Background: an optimization exercise with open tools, aiming at small area, a short achievable clock period and few clock cycles per item. Do not read the settings as production practice. Only simulation tests tie the RTL to the original design; equivalence was not proved. Power and IR drop assume default switching activity.

v53:
## mmult
module mmult(
    input clk,
    input reset_n,
    input enable,
    input [0:9*8-1] A_mat,
    input [0:9*8-1] B_mat,
    output valid,
    output reg [0:9*17-1] C_mat
);
Size: about 4300 cells after synthesis, ~300 flip-flops, about 300 I/O pins.
clock: 11.0 ns
lec_check: 0
abc_area: 1
cap_margin: 20
core_margin: 2
core_utilization: 40
slew_margin: 20
standard.sh (not shown) runs the stock make flow with config.mk's settings and CLKGATE_MAP_FILE= SYNTH_SCRIPT=/design/flow/synth_recipe.tcl, a recipe that flattens the netlist after the stock synthesis.
==> flow/flow/run.sh <==
#!/bin/bash
# Standard layout, with these changes: Yosys's "abc -fast" pre-pass is skipped
# (so the full adders extract with clean polarity), the port buffers are the
# smallest plain buffer instead of the delay buffer buffer_ports picks, and
# timing repair aims for 6.5 ns of setup slack instead of 0.
export SYNTH_ARGS=-noabc
export BUFFER_PORTS_ARGS="-buffer_cell sky130_fd_sc_hd__buf_1"
export SETUP_SLACK_MARGIN=6.5
bash standard.sh > standard.log 2>&1
Testbench counts of v53, summed over its fixed seeds: cycles 2,048, items 512.
Relative to v53, the following input files were edited for v27:
-- flow/config.mk --
<<< v53, line 8
export ABC_AREA = 1
>>> v27, line 8
<<< v53, line 11
export CORE_UTILIZATION = 40
>>> v27, line 10
export CORE_UTILIZATION = 60
Results
Compared to v53, v27 has number of logic stages on the critical path including buffering 3 lower.
v53 → v27: total power after layout went down, die width went down, share of total power in the clock network went down.
Setup changes, v27 to v5
-- flow/config.mk --
<<< v27, line 10
export CORE_UTILIZATION = 60
>>> v5, line 10
export CORE_UTILIZATION = 40
export CTS_BUF_LIST = sky130_fd_sc_hd__clkbuf_4
--- outcome ---
Summary of v5 over v27: number of buffers added by the clock tree synthesis step went up 160%, maximum frequency held, clock buffer count went up 81, global-route usage went down 9.4 points, detailed-routed wire length on met3 went down 12%.
v5 vs v27 — core area climbed by more than half
Setup slack in v5 is 0.0092 ns below v27.
The higher clock skew of v5 and v27 is in v5.
On final total power, v27 loses to v5.
The following lists how v32 was set up differently from v5:
==> flow/run.sh (new file) <==
#!/bin/bash
# synth_recipe.tcl (not shown) runs the flow's synth.tcl, then flattens the netlist and writes it again
# the make line also repeats each setting of config.mk as NAME=value (left out here)
make -C /OpenROAD-flow-scripts/flow DESIGN_CONFIG=/design/flow/config.mk WORK_HOME=/design/flow/orfs CLKGATE_MAP_FILE= SYNTH_SCRIPT=/design/flow/synth_recipe.tcl finish
-- flow/config.mk --
<<< v5, line 11
export CTS_BUF_LIST = sky130_fd_sc_hd__clkbuf_4
>>> v32, line 11
removed: flow/flow/run.sh
removed: flow/standard.sh
==> comparison <==
- v32 finished every step from synthesis to the final layout, and the layout passed the timing, DRC and antenna checks.
- Summary of the comparison: number of tap cells added at floorplan is higher in v32, relative to v5.
- The final reports for v32 and v5 show wire length the detailed router placed on met1 higher in the former.
- The combinational power share of v32 is lower than that of v5.
Setup changes, v32 to v11
==> flow/flow/run.sh (new file) <==
#!/bin/bash
# Standard layout, with these changes: Yosys's "abc -fast" pre-pass is skipped
# (so the full adders extract with clean polarity), the port buffers are the
# smallest plain buffer instead of the delay buffer buffer_ports picks, and
# timing repair aims for 6.6 ns of setup slack instead of 0.
export SYNTH_ARGS=-noabc
export BUFFER_PORTS_ARGS="-buffer_cell sky130_fd_sc_hd__buf_1"
export SETUP_SLACK_MARGIN=6.6
bash standard.sh > standard.log 2>&1
==> flow/standard.sh (new file) <==
#!/bin/bash
# synth_recipe.tcl (not shown) runs the flow's synth.tcl, then flattens the netlist and writes it again
# the make line also repeats each setting of config.mk as NAME=value (left out here)
make -C /OpenROAD-flow-scripts/flow DESIGN_CONFIG=/design/flow/config.mk WORK_HOME=/design/flow/orfs CLKGATE_MAP_FILE= SYNTH_SCRIPT=/design/flow/synth_recipe.tcl "${@:-finish}"
-- flow/config.mk --
<<< v32, line 11
>>> v11, line 11
export CTS_CLUSTER_DIAMETER = 100
export CTS_CLUSTER_SIZE = 24
removed: flow/run.sh
Going from v32 to v11, the portion of the layout cell area used by non-clock buffers was found to have gone down by 4.3 points.
v11: power is 0.53 mW lower than what v32 reported.
Layout clock buffer count is lower on v11
Type of the setup path with the least slack: reg -> reg -> v32, in -> reg -> v11
v11 ended up with a lower count of non-CTS inverters in the layout than v32 did.
Comparing v11 and v32, the higher count of fill cells added during filler insertion was measured on v32.
v11 vs. v32: design area decreased by about 10% relative to the old numbers, hold slack decreased by 0.0083 ns relative to the old numbers, compound-gate portion of the synthesized area increased by 1.0 points relative to the old numbers, total routed wirelength closely matched the old numbers, reg2reg setup slack increased by 0.89 ns relative to the old numbers.

mmult, a different RTL version from the one above (not shown whole).
For scale: ~300 flip-flops, about 27000 um2 of cells after synthesis.
Settings: LEC_CHECK=0, CAP_MARGIN=20, CORE_MARGIN=2, CORE_UTILIZATION=40, CTS_CLUSTER_DIAMETER=150, CTS_CLUSTER_SIZE=20, SLEW_MARGIN=20; clock period 11.0 ns.
==> flow/flow/run.sh <==
#!/bin/bash
# Standard layout, with these changes: Yosys's "abc -fast" pre-pass is skipped
# (so the full adders extract with clean polarity), the port buffers are the
# smallest plain buffer instead of the delay buffer buffer_ports picks, and
# timing repair aims for 7.0 ns of setup slack instead of 0.
export SYNTH_ARGS=-noabc
export BUFFER_PORTS_ARGS="-buffer_cell sky130_fd_sc_hd__buf_1"
export SETUP_SLACK_MARGIN=7.0
bash standard.sh > standard.log 2>&1
Testbench counts at the start, summed over its fixed seeds: cycles 2,048, items 512.
==> next run, changes <==
==> flow/flow/run.sh (replaced) <==
#!/bin/bash
# Standard layout, with these changes: Yosys's "abc -fast" pre-pass is skipped
# (so the full adders extract with clean polarity), the port buffers are the
# smallest plain buffer instead of the delay buffer buffer_ports picks, and
# timing repair aims for 6.6 ns of setup slack instead of 0.
export SYNTH_ARGS=-noabc
export BUFFER_PORTS_ARGS="-buffer_cell sky130_fd_sc_hd__buf_1"
export SETUP_SLACK_MARGIN=6.6
bash standard.sh > standard.log 2>&1
--- a/flow/config.mk
+++ b/flow/config.mk
@@ -8,5 +8,5 @@
 export CAP_MARGIN = 20
 export CORE_MARGIN = 2
-export CORE_UTILIZATION = 40
+export CORE_UTILIZATION = 55
 export CTS_CLUSTER_DIAMETER = 150
 export CTS_CLUSTER_SIZE = 20
After rerunning: The new run completed with no timing, DRC or antenna violations; total power fell by 20%; final area drops by 14%; worst setup slack loses 0.22 ns; sequential power barely changes; routed wire length fell by 17%; first-iteration DRC count fell by 20%; worst hold slack gets better by 0.0033 ns; non-clock buffer count drops by 120.

mmult again, from the RTL that the note above started with.
Design mmult, start of the top module:
module mmult(
    input clk,
    input reset_n,
    input enable,
    input [0:9*8-1] A_mat,
    input [0:9*8-1] B_mat,
    output valid,
    output reg [0:9*17-1] C_mat
);
==> flow/config.mk <==
export PLATFORM = sky130hd
export DESIGN_NAME = mmult
export DESIGN_NICKNAME = mmult
export VERILOG_FILES = /design/flow/design.v
export SDC_FILE = /design/flow/constraint.sdc
export NUM_CORES = 4
export LEC_CHECK = 0
export CAP_MARGIN = 20
export CORE_MARGIN = 2
export CORE_UTILIZATION = 40
export SLEW_MARGIN = 20
==> flow/constraint.sdc <==
create_clock -name core_clock -period 11.0 [get_ports {clk}]
set_input_delay 2.2000 -clock core_clock [delete_from_list [all_inputs] [get_ports {clk}]]
set_output_delay 2.2000 -clock core_clock [all_outputs]
set_load 0.01 [all_outputs]
==> flow/flow/run.sh <==
#!/bin/bash
# Standard layout, with these changes: Yosys's "abc -fast" pre-pass is skipped
# (so the full adders extract with clean polarity), the port buffers are the
# smallest plain buffer instead of the delay buffer buffer_ports picks, and
# timing repair aims for 6.6 ns of setup slack instead of 0.
export SYNTH_ARGS=-noabc
export BUFFER_PORTS_ARGS="-buffer_cell sky130_fd_sc_hd__buf_1"
export SETUP_SLACK_MARGIN=6.6
bash standard.sh > standard.log 2>&1
The first run ran to the end with no violations.
Testbench counts at the start, summed over its fixed seeds: cycles 2,048, items 512.
==> next run, changes <==
CTS_BUF_LIST = sky130_fd_sc_hd__clkbuf_8   (was default)
CTS_CLUSTER_DIAMETER = 60   (was default)
CTS_CLUSTER_SIZE = 10   (was default)
Result:
- setup slack gets worse by 0.050 ns
- design area decreases by 1.5%
- die area does not change
- first-iteration DRC count goes down by 0.93%
- combinational power barely changes
- sequential cell count stays the same
- utilization is lower by 0.67 points
- sequential power is about the same
- power shrinks by 4.3%
- routed wire length barely changes
==> next run, changes <==
CTS_BUF_LIST = default   (was sky130_fd_sc_hd__clkbuf_8)
CTS_CLUSTER_DIAMETER = 150   (was 60)
CTS_CLUSTER_SIZE = 20   (was 10)
Result: Final area fell by about 1%; total power fell by about 2%; wire length fell by about 0.6%.
==> next run, changes <==
--- a/flow/flow/run.sh
+++ b/flow/flow/run.sh
@@ -5 +5 @@
-# timing repair aims for 6.6 ns of setup slack instead of 0.
+# timing repair aims for 6.7 ns of setup slack instead of 0.
@@ -8 +8 @@
-export SETUP_SLACK_MARGIN=6.6
+export SETUP_SLACK_MARGIN=6.7
Effect: Via count stays flat. Synthesized area is unchanged. Total power increases by 1.9%. First-iteration DRC count decreases by about 10%. Clock-buffer cell count does not change. Hold slack gets better by 0.0036 ns. Setup slack gets better by 0.047 ns.

==> what the ideal ports hide <==
The results above use ideal ports. As a check the final layouts listed here were re-extracted and re-timed, cells and wires unchanged. Step 1: set_driving_cell puts a clkbuf_16 on clk and a buf_2 on each other input, an assumption about the parent block. Step 2 times the ports against the registers' clock, not the clock port: input delays grow and output delays shrink by t, the midpoint of the rising clock arrivals with the driver on. Slacks: ideal ports / drivers / drivers and shift; pairs: ideal ports / drivers.
| run | t (ns) | setup slack, ns | worst setup path after step 2 | worst register clock-pin slew, ns |
|---|---|---|---|---|
| v53 | 0.655 | 6.820 / 6.820 / 6.356 | input to register | 0.07 / 0.07 |
| v27 | 0.624 | 6.674 / 6.674 / 6.248 | input to register | 0.06 / 0.06 |
| v5 | 0.928 | 6.664 / 6.664 / 5.939 | input to register | 0.08 / 0.08 |
| v32 | 0.641 | 5.856 / 5.856 / 5.811 | input to register | 0.06 / 0.06 |
| v11 | 0.639 | 6.736 / 6.747 / 6.137 | input to register | 0.10 / 0.10 |
| the first run of note 2 | 0.617 | 6.941 / 6.941 / 6.620 | input to register | 0.10 / 0.10 |
| the second run of note 2 | 0.605 | 6.724 / 6.724 / 6.188 | input to register | 0.11 / 0.11 |
| the first run of note 3 | 0.619 | 6.751 / 6.751 / 6.467 | input to register | 0.07 / 0.07 |
| the second run of note 3 | 0.696 | 6.700 / 6.700 / 6.500 | input to register | 0.08 / 0.08 |
| the third run of note 3 | 0.604 | 6.739 / 6.739 / 6.491 | input to register | 0.11 / 0.11 |
| the fourth run of note 3 | 0.607 | 6.785 / 6.785 / 6.503 | input to register | 0.11 / 0.11 |
After both steps setup and hold are still met in every run listed. For v5, which loses most, drivers alone change the setup slack by 0.000 ns; drivers and shift together by -0.725 ns.
